Background: an optimization exercise with open tools, aiming at small area. Do not read the settings as production practice. The RTL was checked by simulation tests, not by an equivalence proof against the original design. No activity file was given, so power comes from the tool's default toggle rates.

--- design/flow/constraint.sdc ---
create_clock -name core_clock -period 10.0 [get_ports {clk}]
set_input_delay 2.0000 -clock core_clock [delete_from_list [all_inputs] [get_ports {clk}]]
set_output_delay 2.0000 -clock core_clock [all_outputs]
set_load 0.01 [all_outputs]
--- design/flow/design.v ---
module battleship (
  input            clk,
  input            rst,
  input            start,
  input      [1:0] X,
  input      [1:0] Y,
  input            pAb,
  input            pBb,
  output reg [7:0] disp0,
  output reg [7:0] disp1,
  output reg [7:0] disp2,
  output reg [7:0] disp3,
  output reg [7:0] led
);
localparam [4:0] IDLE         = 5'd0;
localparam [4:0] SHOW_A       = 5'd1;
localparam [4:0] A_IN         = 5'd2;
localparam [4:0] ERROR_A      = 5'd3;
localparam [4:0] SHOW_B       = 5'd4;
localparam [4:0] B_IN         = 5'd5;
localparam [4:0] ERROR_B      = 5'd6;
localparam [4:0] SHOW_SCORE   = 5'd7;
localparam [4:0] A_SHOOT      = 5'd8;
localparam [4:0] A_SINK       = 5'd9;
localparam [4:0] A_WIN        = 5'd10;
localparam [4:0] B_SHOOT      = 5'd11;
localparam [4:0] B_SINK       = 5'd12;
localparam [4:0] B_WIN        = 5'd13;
localparam [4:0] ROUND_SCORE  = 5'd14;
localparam [4:0] A_GAME_OVER  = 5'd15;
localparam [4:0] A_GAME_OVER1 = 5'd16;
localparam [4:0] B_GAME_OVER  = 5'd17;
localparam [4:0] B_GAME_OVER1 = 5'd18;
function [7:0] seg;
  input [2:0] v;
  case (v)
    3'd0: seg = 8'b00111111;
    3'd1: seg = 8'b00000110;
    3'd2: seg = 8'b01011011;
    3'd3: seg = 8'b01001111;
    3'd4: seg = 8'b01100110;
    default: seg = 8'b11111111;
  endcase
endfunction
reg [4:0]  state;
reg [4:0]  next_state;
reg [4:0]  nxt;
reg [15:0] mapA;
reg [15:0] mapB;
reg [2:0]  score_A;
reg [2:0]  score_B;
reg [6:0]  timer;
reg [1:0]  input_count_A;
reg [1:0]  input_count_B;
reg [3:0]  index;
reg        A_won;      
reg        B_won;
reg        player_will_start;
reg        z;
wire s_idle   = state == IDLE;
wire s_show_a = state == SHOW_A;
wire s_a_in   = state == A_IN;
wire s_err_a  = state == ERROR_A;
wire s_show_b = state == SHOW_B;
wire s_b_in   = state == B_IN;
wire s_err_b  = state == ERROR_B;
wire s_score  = state == SHOW_SCORE;
wire s_a_sh   = state == A_SHOOT;
wire s_a_sink = state == A_SINK;
wire s_a_win  = state == A_WIN;
wire s_b_sh   = state == B_SHOOT;
wire s_b_sink = state == B_SINK;
wire s_b_win  = state == B_WIN;
wire s_round  = state == ROUND_SCORE;
wire s_a_go   = state == A_GAME_OVER || state == A_GAME_OVER1;
wire s_b_go   = state == B_GAME_OVER || state == B_GAME_OVER1;
wire t30  = &timer[4:1];
wire t50  = timer[5] & timer[4] & timer[1];
wire t100 = timer[6] & timer[5] & timer[2];
wire lim30 = s_show_a | s_err_a | s_show_b | s_err_b;
wire done  = s_round ? t100 : lim30 ? t30 : t50;
wire hitA = mapA[index];
wire hitB = mapB[index];
wire pressA_in = s_a_in & pAb;
wire pressB_in = s_b_in & pBb;
wire shootA = s_a_sh & pAb;
wire shootB = s_b_sh & pBb;
wire clr_round = s_round & t100;
wire clr_all = s_idle | clr_round;
wire [1:0] A_game = s_a_go ? 2'd2 : {1'b0, A_won};
wire [1:0] B_game = s_b_go ? 2'd2 : {1'b0, B_won};
always @(*) begin
  nxt = next_state;
  case (state)
    IDLE:    if (start) nxt = SHOW_A;
    SHOW_A:  if (t30) nxt = A_IN;
    A_IN:    if (pAb) begin
               if (hitA) nxt = ERROR_A;
               else if (input_count_A == 2'd3) nxt = player_will_start ? SHOW_SCORE : SHOW_B;
             end
    ERROR_A: if (t30) nxt = A_IN;
    SHOW_B:  if (t30) nxt = B_IN;
    B_IN:    if (pBb) begin
               if (hitB) nxt = ERROR_B;
               else if (input_count_B != 2'd3) nxt = B_IN;
               else nxt = player_will_start ? SHOW_A : SHOW_SCORE;
             end
    ERROR_B: if (t30) nxt = B_IN;
    SHOW_SCORE: if (t50) nxt = player_will_start ? B_SHOOT : A_SHOOT;
    A_SHOOT: if (pAb) nxt = A_SINK;
    A_SINK:  if (t50) nxt = score_A[2] ? A_WIN : B_SHOOT;
    B_SHOOT: if (pBb) nxt = B_SINK;
    B_SINK:  if (t50) nxt = score_B[2] ? B_WIN : A_SHOOT;
    A_WIN:   if (t50) nxt = A_won ? A_GAME_OVER : ROUND_SCORE;
    B_WIN:   if (t50) nxt = B_won ? B_GAME_OVER : ROUND_SCORE;
    ROUND_SCORE:  if (t100) nxt = player_will_start ? SHOW_B : SHOW_A;
    A_GAME_OVER:  if (t50) nxt = A_GAME_OVER1;
    A_GAME_OVER1: if (t50) nxt = A_GAME_OVER;
    B_GAME_OVER:  if (t50) nxt = B_GAME_OVER1;
    B_GAME_OVER1: if (t50) nxt = B_GAME_OVER;
    default: ;
  endcase
end
always @(posedge clk or posedge rst) begin
  if (rst) begin
    state <= IDLE;
    next_state <= IDLE;
  end else begin
    state <= next_state;
    next_state <= nxt;
  end
end
integer i;
always @(posedge clk) begin
  index <= {Y, X};
  if (s_idle | s_a_in | s_b_in | s_a_sh | s_b_sh | done) timer <= 7'd0;
  else timer <= timer + 7'd1;
  if (s_idle) player_will_start <= 1'b0;
  else if (s_a_win & t50) player_will_start <= 1'b0;
  else if (s_b_win & t50) player_will_start <= 1'b1;
  if (s_idle) A_won <= 1'b0;
  else if (s_a_win & t50) A_won <= 1'b1;
  if (s_idle) B_won <= 1'b0;
  else if (s_b_win & t50) B_won <= 1'b1;
  if (shootA) z <= hitB;
  else if (shootB) z <= hitA;
  if (clr_all) score_A <= 3'd0;
  else if (shootA & hitB) score_A <= score_A + 3'd1;
  if (clr_all) score_B <= 3'd0;
  else if (shootB & hitA) score_B <= score_B + 3'd1;
  if (clr_all) input_count_A <= 2'd0;
  else if (pressA_in & ~hitA & input_count_A != 2'd3) input_count_A <= input_count_A + 2'd1;
  if (clr_all) input_count_B <= 2'd0;
  else if (pressB_in & ~hitB) input_count_B <= input_count_B + 2'd1;
  for (i = 0; i < 16; i = i + 1) begin
    if (clr_all) mapA[i] <= 1'b0;
    else if (index == i) begin
      if (pressA_in) mapA[i] <= 1'b1;
      else if (shootB) mapA[i] <= 1'b0;
    end
    if (clr_all) mapB[i] <= 1'b0;
    else if (index == i) begin
      if (pressB_in) mapB[i] <= 1'b1;
      else if (shootA) mapB[i] <= 1'b0;
    end
  end
end
wire coord_st = s_a_in | s_b_in | s_a_sh | s_b_sh;
wire sc_st    = s_a_sink | s_b_sink | s_a_win | s_b_win;
wire game_st  = s_score | s_round | s_a_go | s_b_go;
always @(*) begin
  disp0 = 8'b00000000;
  disp1 = 8'b00000000;
  disp2 = 8'b00000000;
  disp3 = 8'b00000000;
  led   = 8'b00000000;
  if (coord_st) begin
    disp1 = seg({1'b0, X});
    disp0 = seg({1'b0, Y});
  end
  if (sc_st | game_st) begin
    disp1 = 8'b01000000;
    disp2 = seg(sc_st ? score_A : {1'b0, A_game});
    disp0 = seg(sc_st ? score_B : {1'b0, B_game});
  end
  if (s_idle) begin
    disp3 = 8'b00000110;
    disp2 = 8'b01011110;
    disp1 = 8'b00111000;
    disp0 = 8'b01111001;
  end
  if (s_err_a | s_err_b) begin
    disp3 = 8'b01111001;
    disp2 = 8'b01010000;
    disp1 = 8'b01010000;
    disp0 = 8'b01011100;
  end
  if (s_show_a | s_a_win | s_a_go | (s_round & ~player_will_start)) disp3 = 8'b01110111;
  if (s_show_b | s_b_win | s_b_go | (s_round & player_will_start))  disp3 = 8'b01111100;
  if (s_idle | s_show_a | s_show_b | s_err_a | s_err_b) led = 8'b10011001;
  if (s_score | s_a_win | s_b_win | s_round
      | state == A_GAME_OVER | state == B_GAME_OVER) led = 8'b10101010;
  if (state == A_GAME_OVER1 | state == B_GAME_OVER1) led = 8'b01010101;
  if (s_a_in) led = {2'b10, input_count_A, 4'b0000};
  if (s_b_in) led = {4'b0000, input_count_B, 2'b01};
  if (s_a_sh) led = {1'b1, score_A, score_B[1:0], 2'b00};
  if (s_b_sh) led = {2'b00, score_A[1:0], score_B[1:0], 2'b01};
  if (s_a_sink | s_b_sink) led = {8{z}};
end
endmodule
--- design/flow/config.mk ---
export PLATFORM = sky130hd
export DESIGN_NAME = battleship
export DESIGN_NICKNAME = battleship
export VERILOG_FILES = /design/flow/design.v
export SDC_FILE = /design/flow/constraint.sdc
export NUM_CORES = 4
export LEC_CHECK = 0
export ABC_AREA = 1
export CAP_MARGIN = 20
export CORE_MARGIN = 2
export CORE_UTILIZATION = 60
export SLEW_MARGIN = 20
--- design/flow/run.sh ---
#!/bin/bash
# synth_recipe.tcl (not shown) runs the flow's synth.tcl, then flattens the netlist and writes it again
# the make line also repeats each setting of config.mk as NAME=value (left out here)
make -C /OpenROAD-flow-scripts/flow DESIGN_CONFIG=/design/flow/config.mk WORK_HOME=/design/flow/orfs CLKGATE_MAP_FILE= SYNTH_SCRIPT=/design/flow/synth_recipe.tcl finish
==> flow_summary_export.csv <==
group,metric,value,unit
grt,track_usage,0.3191,
critical_path,start_kind,"input pin",
route,first_pass_iters,6,
synth,yosys_warnings,1,
critical_path,path_class,"input pin to output port",
final_layout,syn_to_final_growth,17.65,%
critical_path,rr_worst_depth,6,
critical_path,cp_num_cells,6,
route,avgRoutedWirePerCell,14.43,um
route,drc,0,
pwr,power.density,300.2,nW/um2
sta,period_share,0.5507,
critical_path,cpPeakStageDelay,0.57,ns
synth,yosysTopAreaCellShare,0.2671,
clocking,htreeDepth,3,
placement,placed_cells,806,
critical_path,end_kind,"output port",
clocking,cts_resized,0,
final_layout,drive_gt1_frac,0.07851,
sta,finalSetupViolCount,0,
floorplan,core-area,6794,um2
synth,ys_types,43,
clocking,clockBufferDepth,2,
sta,rsz0062_at_grt,"false",
clocking,cts_root_buffer,"clkbuf_8",
critical_path,critical_path.cell_chain,"clkdlybuf4s50_1 > or2_1 > nor2_1 > nor2_1 > o21ai_1 > clkdlybuf4s50_1",
critical_path,critPathSlowestCell,"clkdlybuf4s50_1",
clocking,cts_tree,"yes",
final_layout,multi_input_area,2372,um2
synth,yosysSeqAreaShare,0.3338,
flow_run,maxCapViolCount,0,
clocking,cts_setup_buffers,0,
outcome,status,"complete, no violations",
critical_path,cp_top_family,"buffers and inverters",
sta,tns,0,ns
floorplan,rows,30,
synth,ys.flop_type,"dfxtp_1",
grt,grt-ovfl-total,0,
sta,finalMaxSlewViolations,0,
critical_path,path_buf_inv,2,
synth,synth_area_leaders,"dfxtp_1 (27%), nand2_1 (21%), inv_1 (6.7%)",
sta,tightestPinTransition,0.8254,ns
placement,place.gp.congestion,0.9718,
final_layout,final_nets,735,
floorplan,fp.dieH,87.65,um
pwr,vdd_drop_max,0.2923,mV
clocking,clock-sinks,67,
synth,ys_ff_latch,67,
final_layout,final_util,0.7269,
critical_path,required,8.00,ns
placement,dpl.hpwl,8.694,mm
grt,grt_start_max_net_pins,36,
synth,synth_cells,679,
sta,fmaxAchievable,181.6,MHz
placement,dp_worst_setup_slack,4.502,ns
route,postRouteAntennaNets,0,
floorplan,die-area,7682,um2
sta,finClkSkew,0.01263,ns
clocking,clkTransAtPathRegs,0.08,ns
grt,antenna_found_initial,0,
placement,port_buffers,46,
route,initialDrtViolationCount,339,
clocking,insertion_delay,0.35,ns
critical_path,arrival,3.51,ns
grt,grt_pass1_wl,19.42,mm
floorplan,start_util,0.6179,
final_layout,final_cells,822,
sta,fin_ws,4.493,ns
grt,grt_pass1_vias,4266,
synth,synth-edff-count,1,
synth,postSynthAreaPerCell,6.182,um2
synth,syn_area,4198,um2
sta,hold_viol_final,0,
pwr,leakage,2.394,nW
min_path,hp-class,"flip-flop to flip-flop",
clocking,cts_hold_buf,0,
final_layout,n_antenna_cell,0,
sta,min_period,5.507,ns
critical_path,cp_max_fo,3,
synth,synth_area_leader_cell,"dfxtp_1",
floorplan,io_pins,49,
pwr,power,1.482,mW
clocking,cts_buffers,9,
route,vias,4473,
final_layout,nFillCells,594,
sta,slew_headroom,0.4491,
route,routed_wl,11.86,mm
floorplan,dieWidth,87.65,um
route,via_per_inst,5.442,
synth,yosysMostFrequentCell,"nand2_1",
min_path,holdPathStages,0,
final_layout,regArea,1401,um2
synth,synth_commonest_cells,"nand2_1 (238), inv_1 (75), nor2_1 (69), dfxtp_1 (56)",
synth,synthArstFlopShare,0.1493,
-- cells in the final DEF (no fill, tap or decap), types with 2 or more instances in the layout --
master / netlist / routed
nand4_1: 11 / 11
xnor2_1: 3 / 3
nand2_1: 238 / 238
o21ai_1: 6 / 6
clkbuf_16: 0 / 2
conb_1: 1 / 2
nor2_1: 69 / 69
o211ai_1: 2 / 2
nor2_2: 6 / 6
nand3_1: 35 / 35
ha_1: 5 / 5
inv_2: 10 / 10
nor2_4: 4 / 4
dfrtp_1: 10 / 10
bufinv_16: 0 / 2
dfxtp_1: 56 / 56
o21ai_0: 46 / 46
clkbuf_8: 0 / 9
clkinv_4: 0 / 2
nand3_2: 2 / 2
clkdlybuf4s50_1: 0 / 46
a21oi_1: 46 / 46
inv_1: 75 / 75
nand2_2: 14 / 14
nor3_1: 4 / 4
or2_1: 2 / 2
-- flip-flops by register name, indices dropped and copies added, names as in the netlist --
register           count
mapB                  16
A_won                  1
score_B                3
state                  5
input_count_A          2
index                  4
timer                  7
player_will_start      1
input_count_B          2
B_won                  1
next_state             5
mapA                  16
score_A                3
z                      1
-- layer usage --
layer	global-route usage	share of wire	up-vias
met1	0.3820	0.41	2029
met2	0.5675	0.50	178
met3	0.06221	0.069	35
met4	0.1133	0.020	0
li1	-	-	2231
met5	0	0	-
-- kinds of logic after synthesis --
group	share of synthesized area
AOI/OAI and AO/OA	0.1398
xor gates and xnor gates	0.008347
adders and majority gates	0.01490
buffers and inverters	0.1019
DFF	0.3338
other	0.0008933
and+or+nand+nor	0.4003
-- metrics by stage --
| stage | hold WS (ns) | cell area (um2) |
|---|---|---|
| after CTS | 0.3866 | 4938 |
| after global routing | 0.4030 | 4938 |
| after floorplan | 0.3540 | 4202 |
| after detailed placement | 0.3668 | 4683 |
| final | 0.3873 | 4938 |
| after global placement | 0.3566 | 4683 |
-- worst reg2reg max path, stage by stage, from the launching register on --
cell and delay, ns:
dfrtp_1 0.46, nor2_2 0.28, nand3_1 0.55, nand2_2 0.78, inv_1 0.35, nand3_2 0.24, nor2_1 0.07
-- cell type report --
class                      count  share of cell area
clock buffer                  12             0.03598
clock inverter                 4             0.01571
inverter                      87             0.06663
multi-input combinational    510              0.4804
sequential                    67              0.2838
tap                           96             0.02432
timing repair buffer          46             0.09324
-- worst paths after layout --
check | startpoint | endpoint | slack (ns)
hold reg to reg | next_state[3] | state[3] | 0.39
setup reg to reg | state[0] | timer[2] | 7.18
max in group asynchronous | rst | next_state[3] | 7.82
hold / removal | next_state[3] | state[3] | 0.39
min in group asynchronous | rst | state[0] | 1.91
setup / recovery | Y[0] | disp0[5] | 4.49
-- power by group --
part           switching [mW]  internal [mW]
sequential             0.0314          0.298
clock                   0.114          0.172
combinational           0.496          0.371

afterwards: timing with drivers on the ports:
The flow's constraints put no driver on any port. The routed layout listed below was extracted and timed again, unchanged, in two steps. Step 1 assumes that a clkbuf_16 drives the clock port and a buf_2 every other input. Step 2 adds t to the input delays and takes it off the output delays; t is the mean of the earliest and latest rising clock arrival at the registers after step 1. Input paths then give back, and output paths get back, about the clock's delay inside the block. Slacks: ideal / step 1 / step 2; pairs: ideal / step 1.
t, ns: 0.378
slack for setup (ns): 4.493 / 4.471 / 4.471
worst setup path after step 2: input to output
worst slew at a driven data input, ns: 0.03
After both steps this run still meets setup and hold. The setup slack of this run moves by -0.022 ns with the drivers and by -0.022 ns with both steps.
